Context: an optimization exercise on an open-source flow, tuned for small area and a short achievable clock period. The choices shown serve that exercise and are no tape-out recipe.
RTL that was checked went through simulation tests only; none was proved equivalent to the original.
Only the layout flow was run in runs 1 and 2; the RTL was not checked for function there.
Power is estimated from default activity; no workload was simulated.

[flow/run.sh]
#!/bin/bash
# synth_recipe.tcl (not shown) runs the flow's synth.tcl, then flattens the netlist and writes it again
# the make line also repeats each setting of config.mk as NAME=value (left out here)
make -C /OpenROAD-flow-scripts/flow DESIGN_CONFIG=/design/flow/config.mk WORK_HOME=/design/flow/orfs CLKGATE_MAP_FILE= SYNTH_SCRIPT=/design/flow/synth_recipe.tcl finish
[flow/config.mk]
export PLATFORM = sky130hd
export DESIGN_NAME = SCPU_TOP
export DESIGN_NICKNAME = SCPU_TOP
export VERILOG_FILES = /design/flow/design.v
export SDC_FILE = /design/flow/constraint.sdc
export NUM_CORES = 4
export LEC_CHECK = 0
export CAP_MARGIN = 20
export CORE_MARGIN = 2
export CORE_UTILIZATION = 50
export PLACE_DENSITY = 0.6
export SETUP_SLACK_MARGIN = 5
export SLEW_MARGIN = 20
[flow/constraint.sdc]
create_clock -name core_clock -period 12.0 [get_ports {clk}]
set_input_delay 2.4000 -clock core_clock [delete_from_list [all_inputs] [get_ports {clk}]]
set_output_delay 2.4000 -clock core_clock [all_outputs]
set_load 0.01 [all_outputs]
[flow/design.v]
module ctrl(
    input [31:0] instr,
    output reg_wr,        
    output mem_wr,        
    output bne,           
    output sel_add,       
    output sub,           
    output use_imm,       
    output sel_sll,
    output sel_sr,        
    output arith,         
    output sh_reg,        
    output sel_ld,
    output sel_aui,
    output [2:0] ld_f3,
    output st_b,          
    output st_h           
    );
    wire [6:0] op = instr[6:0];
    wire [2:0] f3 = instr[14:12];
    wire [6:0] f7 = instr[31:25];
    wire rtype   = op == 7'b0110011;
    wire itype_l = op == 7'b0000011;
    wire itype_r = op == 7'b0010011;
    wire stype   = op == 7'b0100011;
    wire sbtype  = op == 7'b1100011;
    wire auipc   = op == 7'b0010111;
    wire f7z = f7 == 7'b0000000;
    wire f7s = f7 == 7'b0100000;
    assign reg_wr  = rtype | itype_r | itype_l | auipc;
    assign mem_wr  = stype;
    assign bne     = sbtype & (f3 == 3'b001);
    assign sub     = rtype & f7s & (f3 == 3'b000);
    assign sel_add = (rtype & (f7z | f7s) & (f3 == 3'b000)) | (itype_r & (f3 == 3'b000));
    assign use_imm = ~rtype;
    assign sel_sll = (rtype & f7z & (f3 == 3'b001)) | (itype_r & (f3 == 3'b001));
    assign sel_sr  = (rtype & (f7z | f7s) & (f3 == 3'b101)) | (itype_r & (f3 == 3'b101));
    assign arith   = f7[5];
    assign sh_reg  = rtype;
    assign sel_ld  = itype_l;
    assign sel_aui = auipc;
    assign ld_f3   = f3;
    assign st_b    = f3 == 3'b000;
    assign st_h    = f3 == 3'b001;
endmodule
module EXT(
    input [31:0] instr,
    output [31:0] iimm,
    output [5:0] mimm
    );
    wire store = instr[5];    
    assign iimm = {{20{instr[31]}}, instr[31:20]};
    assign mimm = store ? {instr[25], instr[11:7]} : instr[25:20];
endmodule
module alu(
    input [31:0] A,
    input [31:0] R2,        
    input [31:0] imm,       
    input use_imm,
    input sub,
    input [4:0] shamt,      
    input sh_reg,           
    input left,             
    input arith,
    output [31:0] sum,
    output [31:0] shl,
    output [31:0] shr
    );
    wire [31:0] B = use_imm ? imm : (sub ? ~R2 : R2);
    assign sum = A + B + {31'd0, sub};
    wire [4:0] s = sh_reg ? R2[4:0] : shamt;
    wire big = sh_reg & (|R2[31:5]);
    wire fill = arith & ~left & A[31];
    wire [31:0] Arev;
    genvar i;
    generate for (i = 0; i < 32; i = i + 1) begin : g_rev
        assign Arev[i] = A[31 - i];
    end endgenerate
    wire [31:0] x = left ? Arev : A;
    wire [31:0] r = $signed({fill, x}) >>> s;
    wire [31:0] rr = big ? {32{fill}} : r;
    assign shr = rr;
    generate for (i = 0; i < 32; i = i + 1) begin : g_out
        assign shl[i] = rr[31 - i];
    end endgenerate
endmodule
module RF(
    input clk,
    input rstn,
    input RFWr,
    input [4:0]A1, A2, A3,
    input [31:0]WD,
    output [31:0]RD1, RD2,
    input [4:0]A4,
    output [31:0]RD4
    );
    reg [31:0] rf[31:1];
    reg [31:1] wr;
    wire [31:0] we = RFWr ? (32'd1 << A3) : 32'd0;
    genvar g;
    generate for (g = 1; g < 32; g = g + 1) begin : g_reg
        always @(posedge clk)
            rf[g] <= ({32{we[g]}} & WD) | ({32{~we[g]}} & rf[g]);
        always @(posedge clk or negedge rstn)
            if (!rstn) wr[g] <= 1'b0;
            else wr[g] <= wr[g] | we[g];
    end endgenerate
    wire [31:0] oh1 = 32'd1 << A1;
    wire [31:0] oh2 = 32'd1 << A2;
    wire [31:0] oh4 = 32'd1 << A4;
    reg [31:0] v1, v2, v4;
    integer k;
    always @(*) begin
        v1 = 32'd0; v2 = 32'd0; v4 = 32'd0;
        for (k = 1; k < 32; k = k + 1) begin
            v1 = v1 | ({32{oh1[k] & wr[k]}} & rf[k]);
            v2 = v2 | ({32{oh2[k] & wr[k]}} & rf[k]);
            v4 = v4 | ({32{oh4[k] & wr[k]}} & rf[k]);
        end
    end
    assign RD1 = v1 | ({32{~|(oh1[31:1] & wr)}} & {27'd0, A1});
    assign RD2 = v2 | ({32{~|(oh2[31:1] & wr)}} & {27'd0, A2});
    assign RD4 = v4 | ({32{~|(oh4[31:1] & wr)}} & {27'd0, A4});
endmodule
module dm(
    input clk,
    input rstn,
    input DMWr,
    input [5:0] addr,
    input [31:0] din,
    input st_b,
    input st_h,
    input [2:0] ld_f3,
    output [31:0] dout,
    input [2:0] addr2,
    output [7:0] dout2
    );
    reg [7:0] dmem[6:0];
    reg [31:0] wrot;
    always @(*)
        case (addr[1:0])
            2'd0: wrot = din;
            2'd1: wrot = {din[23:0], din[31:24]};
            2'd2: wrot = {din[15:0], din[31:16]};
            default: wrot = {din[7:0], din[31:8]};
        endcase
    genvar j;
    generate for (j = 0; j < 7; j = j + 1) begin : g_byte
        wire [5:0] d = j - addr;    
        wire hit = (addr <= j) & (st_b ? (d == 6'd0) : st_h ? (d <= 6'd1) : (d <= 6'd3));
        always @(posedge clk or negedge rstn)
            if (!rstn) dmem[j] <= 8'h00;
            else if (DMWr && hit) dmem[j] <= wrot[8*(j%4) +: 8];
    end endgenerate
    wire [7:0] r0 = (addr == 6'd0) ? dmem[0] : (addr <= 6'd4) ? dmem[4] : 8'h00;
    wire [7:0] r1 = (addr <= 6'd1) ? dmem[1] : (addr <= 6'd5) ? dmem[5] : 8'h00;
    wire [7:0] r2 = (addr <= 6'd2) ? dmem[2] : (addr <= 6'd6) ? dmem[6] : 8'h00;
    wire [7:0] r3 = (addr <= 6'd3) ? dmem[3] : 8'h00;
    reg [31:0] w;
    always @(*)
        case (addr[1:0])
            2'd0: w = {r3, r2, r1, r0};
            2'd1: w = {r0, r3, r2, r1};
            2'd2: w = {r1, r0, r3, r2};
            default: w = {r2, r1, r0, r3};
        endcase
    wire word = ld_f3[1];
    wire half = ~ld_f3[1] & ld_f3[0];
    wire sgn  = ~ld_f3[2];
    wire s8  = sgn & w[7];
    wire s16 = sgn & w[15];
    assign dout[7:0]   = w[7:0];
    assign dout[15:8]  = word | half ? w[15:8] : {8{s8}};
    assign dout[31:16] = word ? w[31:16] : half ? {16{s16}} : {16{s8}};
    assign dout2 = (addr2 < 3'd7) ? dmem[addr2] : 8'h00;
endmodule
module SCPU_TOP(
    input clk,
    input rstn,
    input run,                    
    input hold,                   
    output [5:0]pc,               
    input [31:0]instr,            
    input [4:0]dbg_reg_addr,      
    output [31:0]dbg_reg_data,
    input [2:0]dbg_dm_addr,       
    output [7:0]dbg_dm_data
    );
    wire reg_wr, mem_wr, bne, sel_add, sub, use_imm, sel_sll, sel_sr;
    wire arith, sh_reg, sel_ld, sel_aui, st_b, st_h;
    wire [2:0] ld_f3;
    wire [31:0] iimm;
    wire [5:0] mimm;
    wire [31:0] RD1, RD2, sum, shl, shr, dout;
    ctrl U_CTRL(
        .instr(instr), .reg_wr(reg_wr), .mem_wr(mem_wr), .bne(bne),
        .sel_add(sel_add), .sub(sub), .use_imm(use_imm), .sel_sll(sel_sll),
        .sel_sr(sel_sr), .arith(arith), .sh_reg(sh_reg), .sel_ld(sel_ld),
        .sel_aui(sel_aui), .ld_f3(ld_f3), .st_b(st_b), .st_h(st_h)
    );
    EXT U_EXT(.instr(instr), .iimm(iimm), .mimm(mimm));
    reg [5:0] rom_addr;
    assign pc = rom_addr;
    wire [31:0] WD = ({32{sel_add}} & sum)
                   | ({32{sel_sll}} & shl)
                   | ({32{sel_sr}}  & shr)
                   | ({32{sel_ld}}  & dout)
                   | ({32{sel_aui}} & {instr[31:12], 4'd0, rom_addr, 2'd0});
    RF U_RF(
        .clk(clk), .rstn(rstn), .RFWr(reg_wr && !hold),
        .A1(instr[19:15]), .A2(instr[24:20]), .A3(instr[11:7]),
        .WD(WD), .RD1(RD1), .RD2(RD2),
        .A4(dbg_reg_addr), .RD4(dbg_reg_data)
    );
    alu U_alu(
        .A(RD1), .R2(RD2), .imm(iimm), .use_imm(use_imm), .sub(sub),
        .shamt(instr[24:20]), .sh_reg(sh_reg), .left(~instr[14]), .arith(arith),
        .sum(sum), .shl(shl), .shr(shr)
    );
    wire [5:0] maddr = RD1[5:0] + mimm;
    dm U_DM(
        .clk(clk), .rstn(rstn), .DMWr(mem_wr && !hold), .addr(maddr),
        .din(RD2), .st_b(st_b), .st_h(st_h), .ld_f3(ld_f3), .dout(dout),
        .addr2(dbg_dm_addr), .dout2(dbg_dm_data)
    );
    wire taken = bne & (RD1 != RD2);
    wire [5:0] boff = {instr[27:25], instr[11:9]};
    always @(posedge clk or negedge rstn)
        if (!rstn) rom_addr <= 6'd0;
        else if (!hold && run) begin
            if (rom_addr == 6'd63) rom_addr <= 6'd0;
            else if (taken) rom_addr <= rom_addr + boff;
            else rom_addr <= rom_addr + 6'd1;
        end
endmodule
==> results of run 1 <==
metal layers:
metal | GRT overflow | global-route usage
met1 | 92 | 0.9183
met2 | 299 | 0.9481
met3 | 130 | 0.8407
met4 | 280 | 0.8268
met5 | 12 | 0.6889
per-stage QoR:
step / instance area (µm²) / util / power [µW] / worst slack [ns] / hold slack, ns
2_1_floorplan: 64490 / - / 4621 / 4.191 / 0.4585
3_3_place_gp: 68210 / 0.5369 / 4977 / 0.6527 / 0.5385
3_5_place_dp: 68270 / 0.5375 / 4976 / 1.218 / 0.5471
4_1_cts: 83410 / 0.6566 / 8789 / 4.433 / 0.5606
worst max-delay path by stage:
stage / start / endpoint / slack, ns / cells past startpoint
after global placement: instr[18] / register / 0.65 / 25
after CTS: instr[21] / register / 4.43 / 28
after floorplan: instr[16] / register / 4.19 / 23
after detailed placement: instr[17] / register / 1.22 / 25
synth_stat cells (47+ instances only):
| master | instances |
|---|---|
| nor4_1 | 53 |
| or3_1 | 48 |
| and2_1 | 66 |
| clkbuf_1 | 437 |
| mux2i_1 | 120 |
| nand4_1 | 254 |
| nor3_1 | 74 |
| nand3_1 | 572 |
| a2111oi_0 | 169 |
| xnor2_1 | 70 |
| nand2_1 | 200 |
| a22o_1 | 163 |
| a22oi_1 | 504 |
| o21ai_0 | 156 |
| a221oi_1 | 153 |
| a222oi_1 | 99 |
| buf_2 | 73 |
| a21oi_1 | 106 |
| or2_2 | 47 |
| inv_1 | 50 |
| mux2_2 | 66 |
| nor2_1 | 172 |
| edfxtp_1 | 992 |
| and3_1 | 576 |
| dfrtp_1 | 93 |
cell families after synthesis:
family | Yosys count
AND/OR/NAND/NOR | 2273
AO/OA/AOI/OAI | 1590
flip-flops | 1085
buffers and inverters | 646
multiplexers | 195
XOR/XNOR | 92
adder cells (fa/ha/maj) | 49
repair_timing:
item                                    4_1_cts
endpoints found under the setup margin     1094
resized for setup                          1358
gates cloned                                110
setup buffers                               475
pin swaps                                   303
power by group through the flow:
stage | logic [µW] | clock network (µW) | registers [µW]
floorplan | 444 | 0 | 4180
global placement | 789 | 0 | 4190
detailed placement | 788 | 0 | 4190
CTS | 1090 | 3590 | 4110
==> reports/results.ini, run 1 <==
[run_status]
run_status = did not finish
stop_stage = global routing
error_line = [ERROR GRT-0116] Global routing finished with congestion. Check the congestion regions in the DRC Viewer.

[global_route]
grt_pass1_wl_mm = 806.9
grt_pass1_vias = 83120
grt.total_usage = 0.8910
grt_max_degree = 71
overflow = 813

[floorplan]
die_y_um = 361.2
pin_count = 90
std_cell_rows = 131
start_util = 0.5022
die_x_um = 361.2

[synth]
synth-xor-area-share = 0.01263
synth_top_family_by_area = simple AND/OR/NAND/NOR gates
netlist_area_um2 = 63790
synth_nets = 6023
netlist_instances = 5930
synthTopCellsByArea = edfxtp_1, a22oi_1, and3_1
yosysUniqueCellTypes = 100
synthFlopType = edfxtp_1
synth-simple-area-share = 0.2025
synthMuxAreaShare = 0.03354
async_reset_ff_frac = 0.08571
seq_area_frac_synth = 0.5035
synth_seq_cells = 1085
yosysTopAreaCell = edfxtp_1
synth-edff-count = 992
synth.top_cell.area_share = 0.4670
synth-compound-area-share = 0.1944
synth-adder-area-share = 0.01008
yosys_warnings = 5
avgSynthCellArea_um2 = 10.76

[clock_tree]
cts_buffer_depth = 3
root_buffer = clkbuf_16
numCtsBuffers = 112
cts.sinks = 1085
ctsHtreeMaxLevel = 3
ctsHoldBuffers = 0

[place]
place_congestion = 1.251
port_buffers = 89
dp_cells = 7476
dp_hpwl_mm = 309.0

==> run 2: changes to the inputs <==
--- a/flow/design.v
+++ b/flow/design.v
@@ -67,7 +67,7 @@
     output [31:0] shr
     );
     wire [31:0] B = use_imm ? imm : (sub ? ~R2 : R2);
-    assign sum = A + B + {31'd0, sub};
+    ksadd U_ADD(.a(A), .b(B), .cin(sub), .s(sum));
     wire [4:0] s = sh_reg ? R2[4:0] : shamt;
     wire big = sh_reg & (|R2[31:5]);
     wire fill = arith & ~left & A[31];
@@ -83,6 +83,30 @@
     generate for (i = 0; i < 32; i = i + 1) begin : g_out
         assign shl[i] = rr[31 - i];
     end endgenerate
+endmodule
+module ksadd(
+    input [31:0] a,
+    input [31:0] b,
+    input cin,
+    output [31:0] s
+    );
+    wire [32:0] g [0:5];
+    wire [32:0] p [0:5];
+    assign g[0] = {a & b, cin};
+    assign p[0] = {a ^ b, 1'b0};
+    genvar l, i;
+    generate for (l = 0; l < 5; l = l + 1) begin : g_lvl
+        for (i = 0; i < 33; i = i + 1) begin : g_bit
+            if (i >= (1 << l)) begin : g_op
+                assign g[l+1][i] = g[l][i] | (p[l][i] & g[l][i - (1 << l)]);
+                assign p[l+1][i] = p[l][i] & p[l][i - (1 << l)];
+            end else begin : g_pass
+                assign g[l+1][i] = g[l][i];
+                assign p[l+1][i] = p[l][i];
+            end
+        end
+    end endgenerate
+    assign s = p[0][32:1] ^ g[5][31:0];
 endmodule
 module RF(
     input clk,
--- a/flow/config.mk
+++ b/flow/config.mk
@@ -7,7 +7,7 @@
 export LEC_CHECK = 0
 export CAP_MARGIN = 20
 export CORE_MARGIN = 2
-export CORE_UTILIZATION = 50
-export PLACE_DENSITY = 0.6
+export CORE_UTILIZATION = 38
+export PLACE_DENSITY = 0.5
 export SETUP_SLACK_MARGIN = 5
 export SLEW_MARGIN = 20
==> run 2 against run 1 <==
  * The run again fails in global routing
  * Area after synthesis shrank 0.70%
  * Synthesized cell count shrank 1.4%
==> reports/results.ini, run 2 <==
[run_status]
stop_stage = global routing  ; unchanged
error_line = [ERROR GRT-0232] Routing congestion too high. Check the congestion heatmap in the GUI.  ; was [ERROR GRT-0116] Global routing finished with congestion. Check the congestion regions in the DRC Viewer.
run_status = did not finish  ; unchanged

[synth]
synthFlopType = edfxtp_1  ; unchanged
netlist_area_um2 = 63340  ; was 63,790 µm²
synth_nets = 5939  ; was 6,023
synth-edff-count = 992  ; unchanged
yosysTopAreaCell = edfxtp_1  ; unchanged
synth_seq_cells = 1085  ; unchanged
yosysUniqueCellTypes = 112  ; was 100
avgSynthCellArea_um2 = 10.84  ; was 10.76 µm²
yosysMostFrequentCell = edfxtp_1  ; unchanged
yosys_warnings = 6  ; was 5
synth.top_cell.area_share = 0.4703  ; was 0.4670
async_reset_ff_frac = 0.08571  ; unchanged
synth_common_cells = edfxtp_1, a22oi_1, and3_1, clkbuf_1, nand2_1  ; was edfxtp_1, and3_1, nand3_1, a22oi_1, clkbuf_1
synthTopCellsByArea = edfxtp_1, a22oi_1, and3_1  ; unchanged
seq_area_frac_synth = 0.5070  ; was 0.5035
netlist_instances = 5846  ; was 5,930

[clock_tree]
cts.sinks = 1085  ; unchanged
root_buffer = clkbuf_16  ; unchanged
ctsHtreeMaxLevel = 3  ; unchanged
numCtsBuffers = 121  ; was 112
cts_buffer_depth = 3  ; unchanged

[floorplan]
die_y_um = 412.3  ; was 361.2 µm
die_x_um = 412.3  ; was 361.2 µm
std_cell_rows = 149  ; was 131
pin_count = 90  ; unchanged
start_util = 0.3835  ; was 0.5022

[global_route]
overflow = 3
grt.total_usage = 0.6817
grt_max_degree = 59

[place]
place_congestion = 1.190  ; was 1.251
port_buffers = 89  ; unchanged
dp_hpwl_mm = 347.3  ; was 309.0 mm

run 2: power groups by stage:
stage | Combinational (µW) | Clock [µW] | Sequential, µW
2_1_floorplan | 449 | 0 | 4180
3_3_place_gp | 820 | 0 | 4190
3_5_place_dp | 817 | 0 | 4190
4_1_cts | 1060 | 4010 | 4110
run 2: cells by family after synthesis:
group           share of synthesized area
compound gates                     0.2137
xor+xnor                          0.01272
fa+ha+maj                         0.01019
buf+inv                           0.04255
flops                              0.5070
mux                               0.03338
simple gates                       0.1804
run 2: metrics by stage:
stage,instances,worst slack [ns],hold slack (ns),instance area (µm²)
2_1_floorplan,5846,4.012,0.4595,64110
3_3_place_gp,7960,0.7997,0.5446,68660
3_5_place_dp,7967,0.6698,0.5397,68850
4_1_cts,8670,4.316,0.5666,81880
run 2: per-layer routing:
layer	overflow	global-route usage
met2	0	0.8203
met1	3	0.6788
met4	0	0.6508
met3	0	0.5596
met5	0	0.4045
run 2: timing repair:
item | in CTS
setup buffers | 394
hold buffers | 0
resized for setup | 1082
endpoints found under the setup margin | 1094
pin swaps | 209
cloned | 81
run 2: worst min-delay path by stage:
stage	to	slack [ns]
detailed placement	U_RF.wr[17]	0.54
global placement	U_RF.wr[17]	0.54
CTS	U_RF.wr[27]	0.57
floorplan	U_RF.wr[25]	0.46
==> run 3: changes to the inputs <==
--- a/flow/design.v
+++ b/flow/design.v
@@ -77,7 +77,8 @@
         assign Arev[i] = A[31 - i];
     end endgenerate
     wire [31:0] x = left ? Arev : A;
-    wire [31:0] r = $signed({fill, x}) >>> s;
+    wire [63:0] xs = {{32{fill}}, x} >> s;
+    wire [31:0] r = xs[31:0];
     wire [31:0] rr = big ? {32{fill}} : r;
     assign shr = rr;
     generate for (i = 0; i < 32; i = i + 1) begin : g_out
@@ -118,13 +119,15 @@
     input [4:0]A4,
     output [31:0]RD4
     );
-    reg [31:0] rf[31:1];
+    wire [31:0] rf[31:1];
     reg [31:1] wr;
     wire [31:0] we = RFWr ? (32'd1 << A3) : 32'd0;
     genvar g;
     generate for (g = 1; g < 32; g = g + 1) begin : g_reg
+        reg [31:0] x;
         always @(posedge clk)
-            rf[g] <= ({32{we[g]}} & WD) | ({32{~we[g]}} & rf[g]);
+            if (we[g]) x <= WD;
+        assign rf[g] = x;
         always @(posedge clk or negedge rstn)
             if (!rstn) wr[g] <= 1'b0;
             else wr[g] <= wr[g] | we[g];
@@ -150,7 +153,8 @@
     input clk,
     input rstn,
     input DMWr,
-    input [5:0] addr,
+    input [5:0] x,
+    input [5:0] y,
     input [31:0] din,
     input st_b,
     input st_h,
@@ -160,42 +164,49 @@
     output [7:0] dout2
     );
     reg [7:0] dmem[6:0];
-    reg [31:0] wrot;
-    always @(*)
-        case (addr[1:0])
-            2'd0: wrot = din;
-            2'd1: wrot = {din[23:0], din[31:24]};
-            2'd2: wrot = {din[15:0], din[31:16]};
-            default: wrot = {din[7:0], din[31:8]};
-        endcase
-    genvar j;
+    wire [6:0] e;
+    genvar j, k;
+    generate for (j = 0; j < 7; j = j + 1) begin : g_e
+        wire [5:0] t = j - y;
+        assign e[j] = (x == t);
+    end endgenerate
     generate for (j = 0; j < 7; j = j + 1) begin : g_byte
-        wire [5:0] d = j - addr;    
-        wire hit = (addr <= j) & (st_b ? (d == 6'd0) : st_h ? (d <= 6'd1) : (d <= 6'd3));
+        wire [3:0] ek;
+        for (k = 0; k < 4; k = k + 1) begin : g_k
+            if (k <= j) begin : g_in
+                assign ek[k] = e[j - k];
+            end else begin : g_out
+                assign ek[k] = 1'b0;
+            end
+        end
+        wire hit = ek[0] | (~st_b & ek[1]) | (~st_b & ~st_h & (ek[2] | ek[3]));
+        wire [7:0] wd = ({8{ek[0]}} & din[7:0]) | ({8{ek[1]}} & din[15:8]) |
+                        ({8{ek[2]}} & din[23:16]) | ({8{ek[3]}} & din[31:24]);
         always @(posedge clk or negedge rstn)
             if (!rstn) dmem[j] <= 8'h00;
-            else if (DMWr && hit) dmem[j] <= wrot[8*(j%4) +: 8];
-    end endgenerate
-    wire [7:0] r0 = (addr == 6'd0) ? dmem[0] : (addr <= 6'd4) ? dmem[4] : 8'h00;
-    wire [7:0] r1 = (addr <= 6'd1) ? dmem[1] : (addr <= 6'd5) ? dmem[5] : 8'h00;
-    wire [7:0] r2 = (addr <= 6'd2) ? dmem[2] : (addr <= 6'd6) ? dmem[6] : 8'h00;
-    wire [7:0] r3 = (addr <= 6'd3) ? dmem[3] : 8'h00;
-    reg [31:0] w;
-    always @(*)
-        case (addr[1:0])
-            2'd0: w = {r3, r2, r1, r0};
-            2'd1: w = {r0, r3, r2, r1};
-            2'd2: w = {r1, r0, r3, r2};
-            default: w = {r2, r1, r0, r3};
-        endcase
+            else if (DMWr && hit) dmem[j] <= wd;
+    end endgenerate
+    wire [7:0] b [0:3];
+    generate for (k = 0; k < 4; k = k + 1) begin : g_ld
+        wire [55:0] terms;
+        for (j = 0; j < 7; j = j + 1) begin : g_j
+            if (j >= k) begin : g_in
+                assign terms[8*j +: 8] = {8{e[j - k]}} & dmem[j];
+            end else begin : g_out
+                assign terms[8*j +: 8] = 8'h00;
+            end
+        end
+        assign b[k] = terms[7:0] | terms[15:8] | terms[23:16] | terms[31:24] |
+                      terms[39:32] | terms[47:40] | terms[55:48];
+    end endgenerate
     wire word = ld_f3[1];
     wire half = ~ld_f3[1] & ld_f3[0];
     wire sgn  = ~ld_f3[2];
-    wire s8  = sgn & w[7];
-    wire s16 = sgn & w[15];
-    assign dout[7:0]   = w[7:0];
-    assign dout[15:8]  = word | half ? w[15:8] : {8{s8}};
-    assign dout[31:16] = word ? w[31:16] : half ? {16{s16}} : {16{s8}};
+    wire s8  = sgn & b[0][7];
+    wire s16 = sgn & b[1][7];
+    assign dout[7:0]   = b[0];
+    assign dout[15:8]  = word | half ? b[1] : {8{s8}};
+    assign dout[31:16] = word ? {b[3], b[2]} : half ? {16{s16}} : {16{s8}};
     assign dout2 = (addr2 < 3'd7) ? dmem[addr2] : 8'h00;
 endmodule
 module SCPU_TOP(
@@ -241,9 +252,8 @@
         .shamt(instr[24:20]), .sh_reg(sh_reg), .left(~instr[14]), .arith(arith),
         .sum(sum), .shl(shl), .shr(shr)
     );
-    wire [5:0] maddr = RD1[5:0] + mimm;
     dm U_DM(
-        .clk(clk), .rstn(rstn), .DMWr(mem_wr && !hold), .addr(maddr),
+        .clk(clk), .rstn(rstn), .DMWr(mem_wr && !hold), .x(RD1[5:0]), .y(mimm),
         .din(RD2), .st_b(st_b), .st_h(st_h), .ld_f3(ld_f3), .dout(dout),
         .addr2(dbg_dm_addr), .dout2(dbg_dm_data)
     );
--- a/flow/config.mk
+++ b/flow/config.mk
@@ -6,8 +6,11 @@
 export NUM_CORES = 4
 export LEC_CHECK = 0
 export CAP_MARGIN = 20
+export CELL_PAD_IN_SITES_DETAIL_PLACEMENT = 1
+export CELL_PAD_IN_SITES_GLOBAL_PLACEMENT = 2
 export CORE_MARGIN = 2
-export CORE_UTILIZATION = 38
-export PLACE_DENSITY = 0.5
+export CORE_UTILIZATION = 25
+export PLACE_DENSITY = 0.33
 export SETUP_SLACK_MARGIN = 5
 export SLEW_MARGIN = 20
+export TNS_END_PERCENT = 0
==> run 3 against run 2 <==
  * Now fails the layout checks on antenna rules
  * Synthesized cell count grew 7.8%
  * Area after synthesis rose by 3.9%
==> reports/results.ini, run 3 <==
[clock_tree]
cts.sinks = 1085  ; unchanged
clk_latency_ns = 0.92
path_clk_slew_ns = 0.05
cts_buffer_depth = 4  ; was 3
root_buffer = clkbuf_16  ; unchanged
numCtsBuffers = 153  ; was 121
ctsHoldBuffers = 0  ; unchanged
cts_tree = done
ctsHtreeMaxLevel = 4  ; was 3

[detailed_routing]
drtIter0Drc = 18090
first_pass_iters = 13
wl_mm = 713.1
ant_nets = 8
num_vias = 83650
wl_per_cell_um = 67.18
drc = 0
vias_per_cell = 7.881

[global_route]
overflow = 0
grt_max_degree = 76
grt_antenna_before_repair = 179
grt_pass1_vias = 72690
grt_pass1_wl_mm = 871.6
grt.total_usage = 0.5114

[layout]
drive_gt1_frac = 0.2412
final_common_cell = edfxtp_1
largest_register = U_RF.g.x
area_growth_pct = 29.26
nNetsFinal = 6822
fillCellCount = 28640
top_regs = U_RF.g.x (992), U_DM.dmem (56), U_RF.wr (31)
layout_common_cells = edfxtp_1, nand3_1, and3_1, buf_4, a22oi_1
largest_register_ffs = 992

[synth]
seq_area_frac_synth = 0.4880  ; was 0.5070
netlist_area_um2 = 65810  ; was 63,340 µm²
async_reset_ff_frac = 0.08571  ; unchanged
synth-edff-count = 992  ; unchanged
synthTopCellsByArea = edfxtp_1, and3_1, nand3_1  ; was edfxtp_1, a22oi_1, and3_1
synth.top_cell.area_share = 0.4526  ; was 0.4703
synthFlopType = edfxtp_1  ; unchanged
netlist_instances = 6303  ; was 5,846
synth_seq_cells = 1085  ; unchanged
yosysTopAreaCell = edfxtp_1  ; unchanged
yosys_warnings = 5  ; was 6
synth_nets = 6394  ; was 5,939
avgSynthCellArea_um2 = 10.44  ; was 10.84 µm²
synth_common_cells = edfxtp_1, and3_1, nand3_1, clkbuf_1, a22oi_1  ; was edfxtp_1, a22oi_1, and3_1, clkbuf_1, nand2_1
yosysUniqueCellTypes = 106  ; was 112
yosysMostFrequentCell = edfxtp_1  ; unchanged

[place]
port_buffers = 89  ; unchanged
place_congestion = 1.038  ; was 1.190
dp_hpwl_mm = 445.8  ; was 347.3 mm
dp_slack_ns = 0.7513  ; was 0.6698 ns

[sta]
setup_ws_ns = 4.048
tightest_slew_ns = 1.254
fin_skew_ns = 0.09087
relSlewSlack = 0.1573
rsz0062_at_grt = true
period_share = 0.6627
finalHoldViolCount = 0
setup_tns_ns = 0
hold_slack_ns = 0.5239
finalCriticalPeriod_ns = 7.952
max_freq_ghz = 0.1258
setup_violations = 0
drv_slew = 0

[power_and_ir_drop]
clkPwrFrac = 0.478
power.share.combinational = 0.106
cellLeakagePower_uw = 0.03237
p_per_area_nw_per_um2 = 116.1
intPower_uw = 7071
switching_share = 0.2843
vdd_drop_max_mv = 0.1167
power.share.sequential = 0.416
p_switching_uw = 2808

[run_status]
so.violations = antenna rules
run_status = failed layout checks  ; was did not finish

[critical_path]
timing.rr.start = U_RF.wr[14]
path_cells = buf_16, buf_12, nor2_4, buf_12, and2_1, a22oi_1, and4_1, o2111ai_2, buf_4, a21bo_2, buf_4, nor2_1, a311oi_1, or2_2, o21ai_0, or3b_2, nand4_1, buf_4
path_max_fanout = 31
r2r_cells = 27
critPathMaxStageDelay_ns = 0.73
worst-setup-path-type = input port to register
required_ns = 12.58
worst_setup_path_start_kind = input port
reg2reg_slack_ns = 5.09
crit_top_cell = buf_4
worstSetupEndpointType = register
crit_slowest_cell = and2_1
r2r-end = U_RF.g_reg[9].x[30]
cp.arrival_ns = 8.53

[hold_path]
holdPathEnd = U_DM.dmem[0][5]
whs_path_depth = 2
hp-class = register to register
hold_start = U_DM.dmem[0][5]

[floorplan]
die_y_um = 517.1  ; was 412.3 µm
pin_count = 90  ; unchanged
fp.coreArea_um2 = 262000
start_util = 0.2511  ; was 0.3835
die_x_um = 517.1  ; was 412.3 µm
std_cell_rows = 188  ; was 149
die-area_um2 = 267400

[run]
cap_violations = 0

-- run 3: cell types whose count changed after synthesis, sizes merged, moves of 61 or more --
cell     change
nor2        -78
nand4       +92
a21oi       -61
nor3       -134
a22oi      -366
a2111oi     +63
and3       +298
clkbuf     +119
nand2      -122
nand3      +510
-- run 3: worst max-delay path by stage --
| stage | start | to | slack [ns] | cells after the start |
|---|---|---|---|---|
| 4_1_cts | instr[21] | U_RF.g_reg[21].x[31] | 4.42 | 22 |
| 2_1_floorplan | instr[21] | U_RF.g_reg[10].x[24] | 4.61 | 23 |
| 3_5_place_dp | instr[21] | U_RF.g_reg[17].x[30] | 0.75 | 25 |
| 6_report | instr[24] | U_RF.g_reg[3].x[13] | 4.05 | 18 |
| 3_3_place_gp | instr[21] | U_RF.g_reg[17].x[30] | 0.41 | 19 |
| 5_1_grt | instr[20] | U_RF.g_reg[8].x[29] | 4.17 | 25 |
-- run 3: per-layer routing --
layer,vias to the layer above,track usage,share of wire
li1,27180,-,-
met4,51,0.4748,0.11
met5,-,0.01586,0.0016
met1,42550,0.5716,0.35
met2,10250,0.6993,0.39
met3,3619,0.2562,0.15
-- run 3: worst max-delay path: cells and delay by family --
family	cells	cell delay [ns]
buffers and inverters	6	1.74
and+or+nand+nor	7	2.63
AOI/OAI and AO/OA	5	1.47
-- run 3: cells by family (layout without fill, tap and decap cells) --
kind of cell               after synthesis  after routing  share of synthesized area
xor gates and xnor gates               104            104                    0.01523
DFF                                   1085           1085                     0.4880
adders and majority gates               47             47                   0.009164
muxes                                  120            120                    0.02169
and+or+nand+nor                       2680           2698                     0.2339
other                                    0            260                          0
AOI/OAI and AO/OA                     1550           1553                     0.1896
buffers and inverters                  717           1233                    0.04242
-- run 3: power by group through the flow --
stage                     logic, µW  registers (µW)  clock network (µW)
final                          1040            4110                4730
after CTS                       950            4110                4700
after detailed placement        857            4180                   0
after global placement          862            4180                   0
after floorplan                 366            4180                   0
after global routing           1020            4110                4800
-- run 3: what timing repair did --
| item | 4_1_cts | 5_1_grt |
|---|---|---|
| gates resized for setup | 592 | 117 |
| gates cloned | 26 | 10 |
| pin swaps | 113 | 42 |
| setup buffers | 217 | 70 |
| setup endpoints to repair | 1531 | 1578 |
-- run 3: layout make-up --
| class | count | area, µm² | area share |
|---|---|---|---|
| Multi-Input combinational cell | 4522 | 33870 | 0.3982 |
| Sequential cell | 1085 | 32120 | 0.3776 |
| Timing Repair Buffer | 904 | 8930 | 0.1050 |
| Tap cell | 3515 | 4398 | 0.05170 |
| Clock buffer | 185 | 4053 | 0.04764 |
| Clock inverter | 79 | 797.0 | 0.009370 |
| Antenna cell | 260 | 650.6 | 0.007649 |
| Inverter | 65 | 244.0 | 0.002868 |
-- run 3: stage by stage --
stage                     power (µW)    util  std cells  area, µm²
after CTS                       9754  0.3170      10270      83080
after global routing            9930  0.3225      10390      84510
after floorplan                 4543       -       6303      66160
after global placement          5046  0.2821       9766      73910
after detailed placement        5041  0.2822       9767      73950
final                           9880  0.3246      10620      85060
==> run 4: changes to the inputs <==
==> flow/flow/run.sh (new file) <==
#!/bin/bash
# Standard ORFS flow, except that the combinational logic of the standard
# synthesis is re-mapped by ABC (flow/remap.abc) before floorplanning.
# Registers (instances, names, cell types) are left exactly as the
# standard synthesis made them.
set -euo pipefail
R=orfs/results/sky130hd/SCPU_TOP/base
O=orfs/objects/sky130hd/SCPU_TOP/base
LIB=$FLOW_HOME/platforms/sky130hd/lib/sky130_fd_sc_hd__tt_025C_1v80.lib

# 1. standard synthesis
bash standard.sh synth > synth_std.log 2>&1

# 2. re-map the combinational cells
python3 flow/mkcells.py $LIB comb_cells.v > mkcells.log 2>&1
DU=""
for c in probe_p_8 probec_p_8 lpflow_bleeder_1 lpflow_clkbufkapwr_1 lpflow_clkbufkapwr_16 \
    lpflow_clkbufkapwr_2 lpflow_clkbufkapwr_4 lpflow_clkbufkapwr_8 lpflow_clkinvkapwr_1 \
    lpflow_clkinvkapwr_16 lpflow_clkinvkapwr_2 lpflow_clkinvkapwr_4 lpflow_clkinvkapwr_8 \
    lpflow_decapkapwr_12 lpflow_decapkapwr_3 lpflow_decapkapwr_4 lpflow_decapkapwr_6 \
    lpflow_decapkapwr_8 lpflow_inputiso0n_1 lpflow_inputiso0p_1 lpflow_inputiso1n_1 \
    lpflow_inputiso1p_1 lpflow_inputisolatch_1 lpflow_isobufsrc_1 lpflow_isobufsrc_16 \
    lpflow_isobufsrc_2 lpflow_isobufsrc_4 lpflow_isobufsrc_8 lpflow_isobufsrckapwr_16 \
    lpflow_lsbuf_lh_hl_isowell_tap_1 lpflow_lsbuf_lh_hl_isowell_tap_2 \
    lpflow_lsbuf_lh_hl_isowell_tap_4 lpflow_lsbuf_lh_isowell_4 lpflow_lsbuf_lh_isowell_tap_1 \
    lpflow_lsbuf_lh_isowell_tap_2 lpflow_lsbuf_lh_isowell_tap_4; do
  DU="$DU -dont_use sky130_fd_sc_hd__$c"
done
cp $R/1_2_yosys.v synth_std.v
cat > remap.ys <<EOY
read_liberty -lib $LIB
read_verilog -overwrite comb_cells.v
read_verilog synth_std.v
hierarchy -check -top $FLOW_TOP
flatten
opt -purge
techmap
opt -fast -purge
abc -script flow/remap.abc -liberty $LIB $DU -constr $O/abc.constr -D 4000
opt_clean -purge
setundef -zero
splitnets
opt_clean -purge
hilomap -singleton -hicell sky130_fd_sc_hd__conb_1 HI -locell sky130_fd_sc_hd__conb_1 LO
insbuf -buf sky130_fd_sc_hd__buf_4 A X
read_liberty -lib -ignore_redef $LIB
check -assert -mapped
stat -liberty $LIB
write_verilog -noattr -nohex -nodec remapped.v
EOY
yosys -l remap.log -s remap.ys > /dev/null 2>&1
cp remapped.v $R/1_2_yosys.v
rm -f $R/1_synth.odb $R/1_synth.sdc

# 3. the rest of the standard flow
bash standard.sh "BUFFER_PORTS_ARGS=-buffer_cell sky130_fd_sc_hd__buf_4" finish > flow_std.log 2>&1
==> flow/flow/mkcells.py (new file) <==
# Writes Verilog models of the liberty's combinational cells (from their
# "function" attributes), so Yosys can re-map the synthesized logic.
import re, sys
txt = open(sys.argv[1]).read()
out = []
for c in re.split(r'\n\s*cell\s*\(', txt)[1:]:
    name = re.match(r'\s*"?(\w+)"?\s*\)', c).group(1)
    if re.search(r'\bff\s*\(|\blatch\s*\(|statetable', c):
        continue
    ins, outs, ok = [], [], True
    for pm in re.finditer(r'pin\s*\(\s*"?(\w+)"?\s*\)\s*\{', c):
        pn, start = pm.group(1), pm.end()
        nxt = c.find('pin (', start)
        chunk = c[start: nxt if nxt > 0 else len(c)]
        d = re.search(r'direction\s*:\s*"?(\w+)"?', chunk)
        if not d:
            continue
        if d.group(1) == 'input':
            ins.append(pn)
        elif d.group(1) == 'output':
            f = re.search(r'function\s*:\s*"([^"]*)"', chunk)
            if not f:
                ok = False
                break
            outs.append((pn, f.group(1)))
        else:
            ok = False
            break
    if not ok or not outs:
        continue
    def conv(f):
        f = f.replace('!', '~').replace('+', '|').replace('*', '&')
        f = re.sub(r'\)\s*\(', ')&(', f)
        f = re.sub(r'(\w)\s+(?=[\w(~])', r'\1&', f)
        return f
    s = 'module %s(%s);\n' % (name, ', '.join(ins + [o for o, _ in outs]))
    for i in ins:
        s += '  input %s;\n' % i
    for o, f in outs:
        s += '  output %s;\n  assign %s = %s;\n' % (o, o, conv(f))
    out.append(s + 'endmodule\n')
open(sys.argv[2], 'w').write('\n'.join(out))
==> flow/flow/remap.abc (new file) <==
&get -n
&st
&dch
&nf -p
&put
buffer -c
topo
stime -c
upsize -c
dnsize -c
==> flow/standard.sh (new file) <==
#!/bin/bash
# synth_recipe.tcl (not shown) runs the flow's synth.tcl, then flattens the netlist and writes it again
# the make line also repeats each setting of config.mk as NAME=value (left out here)
make -C /OpenROAD-flow-scripts/flow DESIGN_CONFIG=/design/flow/config.mk WORK_HOME=/design/flow/orfs CLKGATE_MAP_FILE= SYNTH_SCRIPT=/design/flow/synth_recipe.tcl "${@:-finish}"
--- a/flow/config.mk
+++ b/flow/config.mk
@@ -10,6 +10,7 @@
 export CELL_PAD_IN_SITES_GLOBAL_PLACEMENT = 2
 export CORE_MARGIN = 2
 export CORE_UTILIZATION = 25
+export CTS_BUF_LIST = sky130_fd_sc_hd__clkbuf_8
 export PLACE_DENSITY = 0.33
 export SETUP_SLACK_MARGIN = 5
 export SLEW_MARGIN = 20
removed: flow/run.sh
==> run 4 against run 3 <==
  * Critical path type unchanged
  * Now clean on timing, DRC and antenna
  * Critical path depth rose by 3
  * Die area fell by 8.1%
  * Synthesized cell count fell by 14%
  * Clock skew rose by 0.0038 ns
  * Utilization barely moved
  * Fmax rose by 6.0%
  * Setup slack improved by 0.45 ns
  * Sequential power barely moved
  * Highest routed layer unchanged
  * Area after synthesis fell by 8.2%
  * Register-to-register slack improved by 0.27 ns
  * Largest cell class is now registers
==> reports/results.ini, run 4 <==
[layout]
fillCellCount = 26070  ; was 28,640
largest_register_ffs = 992  ; unchanged
drive_gt1_frac = 0.2727  ; was 0.2412
area_growth_pct = 29.12  ; was 29.26%
final_common_cell = edfxtp_1  ; unchanged
layout_common_cells = edfxtp_1, buf_4, a22oi_1, nand2_1, a222oi_1  ; was edfxtp_1, nand3_1, and3_1, buf_4, a22oi_1
multi_input_area_um2 = 28290  ; was 33,870 µm²
nNetsFinal = 6028  ; was 6,822
largest_register = U_RF.g.x  ; unchanged
fin_cells = 9445  ; was 10,620
top_regs = U_RF.g.x (992), U_DM.dmem (56), U_RF.wr (31)  ; unchanged
post-route-util = 0.3246  ; about the same
seq_area_um2 = 32120  ; about the same

[floorplan]
die_x_um = 495.6  ; was 517.1 µm
fp.coreArea_um2 = 240300  ; was 262,000 µm²
pin_count = 90  ; unchanged
die_y_um = 495.6  ; was 517.1 µm
start_util = 0.2514  ; was 0.2511
std_cell_rows = 180  ; was 188
die-area_um2 = 245600  ; was 267,400 µm²

[clock_tree]
ctsHtreeMaxLevel = 4  ; unchanged
clk_latency_ns = 1.08  ; was 0.92 ns
path_clk_slew_ns = 0.06  ; was 0.05 ns
numCtsBuffers = 204  ; was 153
root_buffer = clkbuf_8  ; was clkbuf_16
cts_tree = done  ; unchanged
cts_buffer_depth = 3  ; was 4
cts.sinks = 1085  ; unchanged

[place]
place_congestion = 0.9792  ; was 1.038
port_buffers = 89  ; unchanged
dp_hpwl_mm = 361.5  ; was 445.8 mm
dp_cells = 8515  ; was 9,767

[sta]
hold_slack_ns = 0.5485  ; was 0.5239 ns
finalCriticalPeriod_ns = 7.505  ; was 7.952 ns
relSlewSlack = 0.1932  ; was 0.1573
fin_skew_ns = 0.09469  ; was 0.09087 ns
drv_slew = 0  ; unchanged
max_freq_ghz = 0.1332  ; was 0.1258 GHz
setup_tns_ns = 0  ; unchanged
tightest_slew_ns = 1.207  ; was 1.254 ns
period_share = 0.6254  ; was 0.6627
rsz0062_at_grt = true  ; unchanged
finalHoldViolCount = 0  ; unchanged
setup_violations = 0  ; unchanged

[synth]
synth_nets = 5451  ; was 6,394
netlist_area_um2 = 60410  ; was 65,810 µm²
yosys_warnings = 5  ; unchanged
netlist_instances = 5407  ; was 6,303
avgSynthCellArea_um2 = 11.17  ; was 10.44 µm²

[detailed_routing]
drc = 0  ; unchanged
wl_per_cell_um = 63.19  ; was 67.18 µm
ant_nets = 0  ; was 8
num_vias = 69940  ; was 83,650
drtIter0Drc = 15370  ; was 18,090
wl_mm = 596.9  ; was 713.1 mm
first_pass_iters = 13  ; unchanged
vias_per_cell = 7.405  ; was 7.881

[global_route]
grt.total_usage = 0.4707  ; was 0.5114
grt_pass1_wl_mm = 742.9  ; was 871.6 mm
grt_pass1_vias = 64380  ; was 72,690
grt_antenna_before_repair = 100  ; was 179
grt_max_degree = 56  ; was 76
overflow = 0  ; unchanged

[run]
cap_violations = 0  ; unchanged

[power_and_ir_drop]
cellLeakagePower_uw = 0.02696  ; was 0.03237 µW
p_per_area_nw_per_um2 = 112.3  ; was 116.1 nW/µm²
vdd_drop_max_mv = 0.08056  ; was 0.1167 mV

[critical_path]
worst_setup_path_start_kind = input port  ; unchanged
cp.arrival_ns = 8.26  ; was 8.53 ns
path_max_fanout = 19  ; was 31
worstSetupEndpointType = register  ; unchanged
worst-setup-path-type = input port to register  ; unchanged
required_ns = 12.75  ; was 12.58 ns

[hold_path]
hp-class = register to register  ; unchanged

[run_status]
run_status = no timing/DRC/antenna violations  ; was failed layout checks

run 4: worst max-delay path: stages:
cell and delay, ns:
buf_6 0.15, nor3b_4 0.24, buf_4 0.18, and2_2 0.21
buf_6 0.27, a2111oi_0 0.91, nand4_1 0.14, or3_1 0.42
buf_4 0.23, nand3_1 0.48, nand2_1 0.20, nor2_1 0.25
or2_2 0.17, nor2_1 0.04, nor2_1 0.16, a221o_1 0.22
inv_1 0.07, a222oi_1 0.76, o311ai_4 0.22, buf_12 0.21
buf_12 0.15
run 4: timing repair:
item	4_1_cts	5_1_grt
buffers inserted	378	32
cloned	35	3
hold buffers	0	0
resized for setup	567	98
endpoints found under the setup margin	1086	1067
pin swaps	162	57
run 4: worst paths after layout:
kind / startpoint / to / slack, ns / cells after the start
min in group asynchronous: rstn / U_DM.dmem[6][7] / 1.44 / 1
setup / recovery: instr[17] / U_RF.g_reg[15].x[3] / 4.50 / 21
max in group asynchronous: rstn / U_DM.dmem[2][6] / 9.20 / 2
hold / removal: U_DM.dmem[0][0] / U_DM.dmem[0][0] / 0.55 / 1
setup reg to reg: U_RF.wr[22] / U_RF.g_reg[26].x[29] / 5.36 / 24
hold reg to reg: U_DM.dmem[0][0] / U_DM.dmem[0][0] / 0.55 / 1
run 4: report_power, final:
part	switching (µW)	internal [µW]	leakage, µW
sequential	36.3	4090	0.00887
clock	1940	1940	0.00231
combinational	520	239	0.0158
total	2500	6260	0.0270
run 4: cell type report:
cell class              count  share of cell area
well taps                3185             0.05109
diodes                     95            0.003048
repair buffers            863              0.1168
multi-input cells        3799              0.3627
flip-flops and latches   1085              0.4117
inverters                  31            0.001652
clock buffers             206             0.03635
clock inverters           181             0.01663
run 4: per-layer routing:
metal  GRT usage  vias up  part of all wire
met3      0.1923     2483              0.13
met4      0.4043       38              0.11
met2      0.6702     7296              0.41
met5    0.009459        -            0.0020
li1            -    23910                 -
met1      0.5454    36220              0.36
run 4: per-stage QoR:
step | power (µW) | worst slack [ns] | instance area [µm²]
2_1_floorplan | 4490 | 4.348 | 60790
3_3_place_gp | 4818 | 1.641 | 66200
3_5_place_dp | 4813 | 1.615 | 66440
4_1_cts | 8744 | 4.803 | 76930
5_1_grt | 8914 | 4.606 | 77810
6_report | 8763 | 4.495 | 78000
==> run 5: changes to the inputs <==
==> flow/config.mk (replaced) <==
export PLATFORM = sky130hd
export DESIGN_NAME = SCPU_TOP
export DESIGN_NICKNAME = SCPU_TOP
export VERILOG_FILES = /design/flow/design.v
export SDC_FILE = /design/flow/constraint.sdc
export NUM_CORES = 4
export LEC_CHECK = 0
export CAP_MARGIN = 20
export CELL_PAD_IN_SITES_DETAIL_PLACEMENT = 2
export CELL_PAD_IN_SITES_GLOBAL_PLACEMENT = 4
export CORE_MARGIN = 2
export CORE_UTILIZATION = 20
export CTS_BUF_LIST = sky130_fd_sc_hd__clkbuf_8
export PLACE_DENSITY = 0.3
export SETUP_SLACK_MARGIN = 5
export SLEW_MARGIN = 20
export TNS_END_PERCENT = 0
==> run 5 against run 4 <==
  * Clock skew grew 0.084 ns
  * Final cell count increased by 9.8%
  * Sequential share of layout area down 1.6 points
  * Critical endpoint is now dbg_reg_data[31]
  * Largest cell class unchanged
  * Highest routed layer unchanged
==> reports/results.ini, run 5 <==
[synth]
yosys_warnings = 5  ; unchanged
synth_nets = 5451  ; unchanged
netlist_area_um2 = 60410  ; unchanged
avgSynthCellArea_um2 = 11.17  ; unchanged
netlist_instances = 5407  ; unchanged

[floorplan]
fp.coreArea_um2 = 300300  ; was 240,300 µm²
start_util = 0.2012  ; was 0.2514
pin_count = 90  ; unchanged
std_cell_rows = 201  ; was 180
die-area_um2 = 306500  ; was 245,600 µm²
die_x_um = 553.6  ; was 495.6 µm
die_y_um = 553.6  ; was 495.6 µm

[layout]
largest_register_ffs = 992  ; unchanged
top_regs = U_RF.g.x (992), U_DM.dmem (56), U_RF.wr (31)  ; unchanged
area_growth_pct = 34.27  ; was 29.12%
fillCellCount = 32560  ; was 26,070
seq_area_um2 = 32120  ; unchanged
nNetsFinal = 6234  ; was 6,028
layout_common_cells = edfxtp_1, buf_4, a22oi_1, nand2_1, a222oi_1  ; unchanged
final_common_cell = edfxtp_1  ; unchanged
largest_register = U_RF.g.x  ; unchanged
drive_gt1_frac = 0.2982  ; was 0.2727
multi_input_area_um2 = 28500  ; was 28,290 µm²

[detailed_routing]
num_vias = 68950  ; was 69,940
first_pass_iters = 13  ; unchanged
drtIter0Drc = 13270  ; was 15,370
vias_per_cell = 6.647  ; was 7.405
drc = 0  ; unchanged
wl_mm = 661.7  ; was 596.9 mm
ant_nets = 0  ; unchanged
wl_per_cell_um = 63.79  ; was 63.19 µm

[global_route]
grt.total_usage = 0.4150  ; was 0.4707
grt_pass1_wl_mm = 815.4  ; was 742.9 mm
grt_antenna_before_repair = 111  ; was 100
grt_max_degree = 55  ; was 56
grt_pass1_vias = 66290  ; was 64,380
overflow = 0  ; unchanged

[place]
place_congestion = 0.9252  ; was 0.9792
port_buffers = 89  ; unchanged
dp_hpwl_mm = 418.8  ; was 361.5 mm
dp_slack_ns = 0.9087  ; was 1.615 ns

[critical_path]
timing.rr.start = U_RF.wr[13]  ; was U_RF.wr[22]
r2r_cells = 22  ; was 24
path_max_fanout = 18  ; was 19
crit_path_start = dbg_reg_addr[1]  ; was instr[17]
worst_setup_path_start_kind = input port  ; unchanged
worst-setup-path-type = input port to primary output  ; was input port to register
cp.arrival_ns = 5.16  ; was 8.26 ns
required_ns = 9.60  ; was 12.75 ns
worstSetupEndpointType = primary output  ; was register

[hold_path]
hold_start = U_RF.wr[16]  ; was U_DM.dmem[0][0]
hp-class = register to register  ; unchanged
whs_path_depth = 1  ; unchanged

[power_and_ir_drop]
power.share.combinational = 0.091  ; was 0.087
vdd_drop_max_mv = 0.08937  ; was 0.08056 mV
p_per_area_nw_per_um2 = 113.7  ; was 112.3 nW/µm²
power.share.sequential = 0.447  ; was 0.470
switching_share = 0.2874  ; was 0.2853
cellLeakagePower_uw = 0.02833  ; was 0.02696 µW
clkPwrFrac = 0.462  ; was 0.443
intPower_uw = 6571  ; was 6263 µW
p_switching_uw = 2651  ; was 2500 µW
power_uw = 9222  ; was 8763 µW

[sta]
fin_skew_ns = 0.1786  ; was 0.09469 ns
finalHoldViolCount = 0  ; unchanged
period_share = 0.6300  ; was 0.6254
tightest_slew_ns = 1.205  ; was 1.207 ns
setup_tns_ns = 0  ; unchanged
max_freq_ghz = 0.1323  ; was 0.1332 GHz
drv_slew = 0  ; unchanged
finalCriticalPeriod_ns = 7.560  ; was 7.505 ns
setup_violations = 0  ; unchanged
relSlewSlack = 0.1966  ; was 0.1932
rsz0062_at_grt = true  ; unchanged
setup_ws_ns = 4.440  ; was 4.495 ns

[clock_tree]
cts_buffer_depth = 4  ; was 3
numCtsBuffers = 225  ; was 204
cts_tree = done  ; unchanged
ctsHoldBuffers = 0  ; unchanged
clk_latency_ns = 1.15  ; was 1.08 ns
root_buffer = clkbuf_8  ; unchanged
cts.sinks = 1085  ; unchanged
ctsHtreeMaxLevel = 4  ; unchanged
path_clk_slew_ns = 0.06  ; about the same

[run_status]
run_status = no timing/DRC/antenna violations  ; unchanged

[run]
cap_violations = 0  ; unchanged

run 5: cell types whose count changed in the layout (fill, tap and decap cells not counted), moves of 11 or more:
cell,previous run,this run
buf_4,616,776
a2111oi_0,49,37
diode_2,95,46
buf_6,68,97
and2_2,12,1
a221oi_1,143,131
clkbuf_8,206,239
run 5: layout make-up:
| type | count | area share |
|---|---|---|
| clock buffer | 239 | 0.04055 |
| inverter | 31 | 0.001620 |
| timing repair buffer | 1063 | 0.1334 |
| multi-input combinational | 3784 | 0.3514 |
| tap | 3958 | 0.06105 |
| antenna | 46 | 0.001419 |
| clock inverter | 167 | 0.01462 |
| sequential | 1085 | 0.3959 |
run 5: worst paths after layout:
path | to | slack, ns
min | U_RF.wr[16] | 0.53
min in group asynchronous | U_DM.dmem[5][3] | 1.20
min reg2reg | U_RF.wr[16] | 0.53
max | dbg_reg_data[31] | 4.44
max reg2reg | U_RF.g_reg[4].x[29] | 5.35
max in group asynchronous | U_DM.dmem[5][5] | 9.58
run 5: through the flow:
stage | area (µm²) | instances | hold WS [ns] | util
finish | 81110 | 10370 | 0.5312 | 0.2701
global route | 81010 | 10330 | 0.5627 | 0.2698
CTS | 78910 | 10190 | 0.5327 | 0.2628
detailed placement | 68290 | 9382 | 0.5073 | 0.2274
global placement | 68110 | 9373 | 0.4982 | 0.2268
floorplan | 60790 | 5407 | 0.4585 | -
run 5: timing repair:
action	4_1_cts	5_1_grt
pin swaps	165	107
buffers inserted	389	125
gates resized for setup	520	179
setup endpoints to repair	1086	1075
cloned	14	10
run 5: worst max-delay path, cell delays in order:
cell and delay, ns:
buf_8 0.15, and3b_2 0.26, and3_4 0.28, buf_12 0.28
a222oi_1 0.59, and4_1 0.33, nand4_1 0.46, buf_4 0.34
run 5: routing by layer:
layer	vias up	part of all wire	track usage
met5	-	0.00049	0
met4	44	0.087	0.2977
met3	1882	0.099	0.1129
met2	5636	0.43	0.6354
met1	37160	0.38	0.5015
li1	24230	-	-
run 5: power by group through the flow:
| stage | clock [µW] | combinational, µW | sequential [µW] |
|---|---|---|---|
| global placement | 0 | 688 | 4200 |
| CTS | 4310 | 785 | 4120 |
| finish | 4260 | 839 | 4120 |
| global route | 4420 | 853 | 4120 |
| floorplan | 0 | 313 | 4180 |
| detailed placement | 0 | 685 | 4200 |
==> run 6: changes to the inputs <==
--- a/flow/config.mk
+++ b/flow/config.mk
@@ -10,7 +10,7 @@
 export CELL_PAD_IN_SITES_GLOBAL_PLACEMENT = 4
 export CORE_MARGIN = 2
 export CORE_UTILIZATION = 20
-export CTS_BUF_LIST = sky130_fd_sc_hd__clkbuf_8
+export CTS_BUF_LIST = sky130_fd_sc_hd__clkbuf_4 sky130_fd_sc_hd__clkbuf_8
 export PLACE_DENSITY = 0.3
 export SETUP_SLACK_MARGIN = 5
 export SLEW_MARGIN = 20
==> run 6 against run 5 <==
  * Still clean
  * Clock-buffer cell count grew 56
  * Combinational power is essentially flat
  * Setup slack lost 0.013 ns
  * Sequential share of layout area shrank 0.22 points
  * Register-to-register slack gained 0.05 ns
  * Global-route usage is essentially flat
  * Via count grew 0.94%
  * Clock skew grew 0.0045 ns
  * Synthesized cell count is the same
  * Flip-flop and latch count is the same
  * Power grew 1.9%
  * Clock power grew 4%
  * Largest cell class unchanged
  * Largest power group unchanged
  * Highest routed layer unchanged
==> reports/results.ini, run 6 <==
[critical_path]
reg2reg_slack_ns = 5.40  ; was 5.35 ns
r2r_cells = 22  ; unchanged
required_ns = 9.60  ; about the same
path_max_fanout = 6  ; was 18
crit_top_cell = buf_6
critPathCapture = dbg_reg_data[31]  ; unchanged
r2r-end = U_RF.g_reg[8].x[18]  ; was U_RF.g_reg[4].x[29]
worstSetupEndpointType = primary output  ; unchanged
crit_slowest_cell = a222oi_1  ; unchanged
crit_path_start = dbg_reg_addr[3]  ; was dbg_reg_addr[1]
cp.arrival_ns = 5.17  ; was 5.16 ns
worst-setup-path-type = input port to primary output  ; unchanged
path_cells = buf_16, nor2_4, buf_12, buf_6, and3_4, buf_6, buf_6, a222oi_1, and4_1, nand4_1, buf_4  ; was buf_8, and3b_2, and3_4, buf_12, a222oi_1, and4_1, nand4_1, buf_4
timing.rr.start = U_RF.wr[2]  ; was U_RF.wr[13]
critPathMaxStageDelay_ns = 0.59  ; about the same
worst_setup_path_start_kind = input port  ; unchanged

[clock_tree]
path_clk_slew_ns = 0.06  ; about the same
root_buffer = clkbuf_8  ; unchanged
clk_latency_ns = 1.18  ; was 1.15 ns
ctsHtreeMaxLevel = 4  ; unchanged
ctsHoldBuffers = 0  ; unchanged
numCtsBuffers = 225  ; unchanged
cts_buffer_depth = 4  ; unchanged
cts.sinks = 1085  ; unchanged
cts_tree = done  ; unchanged

[detailed_routing]
drc = 0  ; unchanged
wl_mm = 661.9  ; was 661.7 mm
drtIter0Drc = 12850  ; was 13,270
ant_nets = 0  ; unchanged
wl_per_cell_um = 63.59  ; was 63.79 µm
vias_per_cell = 6.687  ; was 6.647
num_vias = 69590  ; was 68,950
first_pass_iters = 10  ; was 13

[run_status]
run_status = no timing/DRC/antenna violations  ; unchanged

[sta]
tightest_slew_ns = 1.188  ; was 1.205 ns
period_share = 0.6311  ; was 0.6300
setup_violations = 0  ; unchanged
finalCriticalPeriod_ns = 7.573  ; was 7.560 ns
fin_skew_ns = 0.1831  ; was 0.1786 ns
drv_slew = 0  ; unchanged
setup_ws_ns = 4.427  ; was 4.440 ns
relSlewSlack = 0.2081  ; was 0.1966
max_freq_ghz = 0.1321  ; was 0.1323 GHz
finalHoldViolCount = 0  ; unchanged
setup_tns_ns = 0  ; unchanged
rsz0062_at_grt = true  ; unchanged

[global_route]
grt_max_degree = 55  ; unchanged
grt_pass1_vias = 66350  ; was 66,290
grt.total_usage = 0.4155  ; was 0.4150
overflow = 0  ; unchanged
grt_pass1_wl_mm = 816.1  ; was 815.4 mm
grt_antenna_before_repair = 106  ; was 111

[power_and_ir_drop]
p_per_area_nw_per_um2 = 115.2  ; was 113.7 nW/µm²
vdd_drop_max_mv = 0.08923  ; was 0.08937 mV
power_uw = 9396  ; was 9222 µW
cellLeakagePower_uw = 0.02841  ; was 0.02833 µW

[floorplan]
pin_count = 90  ; unchanged
start_util = 0.2012  ; unchanged
fp.coreArea_um2 = 300300  ; unchanged
die-area_um2 = 306500  ; unchanged
die_y_um = 553.6  ; unchanged
die_x_um = 553.6  ; unchanged
std_cell_rows = 201  ; unchanged

[place]
port_buffers = 89  ; unchanged
place_congestion = 0.9252  ; unchanged
dp_slack_ns = 0.9087  ; unchanged
dp_hpwl_mm = 418.8  ; unchanged
dp_cells = 9382  ; unchanged

[layout]
final_common_cell = edfxtp_1  ; unchanged
nNetsFinal = 6249  ; was 6,234
largest_register = U_RF.g.x  ; unchanged
drive_gt1_frac = 0.3087  ; was 0.2982
largest_register_ffs = 992  ; unchanged
fin_cells = 10410  ; was 10,370
layout_common_cells = edfxtp_1, buf_4, a22oi_1, nand2_1, a222oi_1  ; unchanged
top_regs = U_RF.g.x (992), U_DM.dmem (56), U_RF.wr (31)  ; unchanged
area_growth_pct = 35.02  ; was 34.27%

[synth]
netlist_instances = 5407  ; unchanged
synth_nets = 5451  ; unchanged
avgSynthCellArea_um2 = 11.17  ; unchanged
yosys_warnings = 5  ; unchanged
netlist_area_um2 = 60410  ; unchanged

[run]
cap_violations = 0  ; unchanged

[hold_path]
hp-class = register to register  ; unchanged

-- run 6: routing by layer --
layer / vias to the layer above / GRT usage / part of all wire / routed length [µm]
li1: 24280 / - / - / -
met1: 37390 / 0.4995 / 0.38 / 251400
met2: 5970 / 0.6313 / 0.43 / 287700
met3: 1924 / 0.1184 / 0.099 / 65540
met4: 24 / 0.3068 / 0.086 / 57000
met5: - / 0.001250 / 0.00031 / 207
-- run 6: cell type report --
class	count	area, µm²
Antenna cell	66	165.2
Clock buffer	295	3710
Clock inverter	111	975.9
Fill cell	32550	218700
Inverter	31	135.1
Multi-Input combinational cell	3784	28540
Sequential cell	1085	32120
Tap cell	3958	4952
Timing Repair Buffer	1078	10980
-- run 6: timing repair --
| action | 4_1_cts | 5_1_grt |
|---|---|---|
| buffers inserted | 404 | 127 |
| resized for setup | 518 | 188 |
| setup endpoints to repair | 1086 | 1075 |
| cloned | 14 | 8 |
| pin swaps | 163 | 106 |
-- run 6: worst min path at each step --
| stage | from | end | slack (ns) | depth (start not counted) |
|---|---|---|---|---|
| 4_1_cts | U_RF.wr[3] | U_RF.wr[3] | 0.53 | 1 |
| 5_1_grt | U_RF.wr[19] | U_RF.wr[19] | 0.56 | 1 |
| 2_1_floorplan | U_RF.wr[4] | U_RF.wr[4] | 0.46 | 1 |
| 3_5_place_dp | U_RF.wr[8] | U_RF.wr[8] | 0.51 | 1 |
| 6_report | U_RF.wr[16] | U_RF.wr[16] | 0.53 | 1 |
| 3_3_place_gp | U_RF.wr[11] | U_RF.wr[11] | 0.50 | 1 |
-- run 6: power by group --
group          internal [µW]  leakage, µW  switching [µW]  total [µW]
logic                    267       0.0171             575         842
registers               4090      0.00887            33.1        4120
clock network           2390      0.00247            2040        4430
-- run 6: worst max-delay path, delay by kind of cell --
kind	cells	cell delay (ns)
AO/OA/AOI/OAI	1	0.59
buffers and inverters	6	1.07
AND/OR/NAND/NOR	4	1.07
-- run 6: through the flow --
stage	instance area (µm²)	utilization	hold slack, ns
after floorplan	60790	-	0.4585
after CTS	79250	0.2639	0.5326
after global routing	81420	0.2711	0.5621
after global placement	68110	0.2268	0.4982
after detailed placement	68290	0.2274	0.5073
final	81570	0.2716	0.5311

## separate check: timing with driven ports
No port has a modelled driver above. Below, the same layouts with a new extraction and two added sets of constraints.
Step 1: set_driving_cell puts a clkbuf_16 on clk and a buf_2 on each other input, an assumption about the parent block.
Step 2 times the ports against the registers' clock, not the clock port: input delays grow and output delays shrink by t, the midpoint of the rising clock arrivals with the driver on.
Slacks: ideal ports / drivers / drivers and shift; pairs: ideal ports / drivers.
| run | t (ns) | setup WS [ns] | pins driven straight from the clock port |
|---|---|---|---|
| run 3 | 0.977 | 4.048 / 3.850 / 2.874 | 1 |
| run 4 | 1.140 | 4.495 / 4.413 / 3.409 | 1 |
| run 5 | 1.161 | 4.440 / 4.372 / 3.215 | 1 |
| run 6 | 1.190 | 4.427 / 4.296 / 3.106 | 1 |
The setup slack of run 6, which loses most, moves by -0.131 ns with the drivers and by -1.321 ns with both steps.
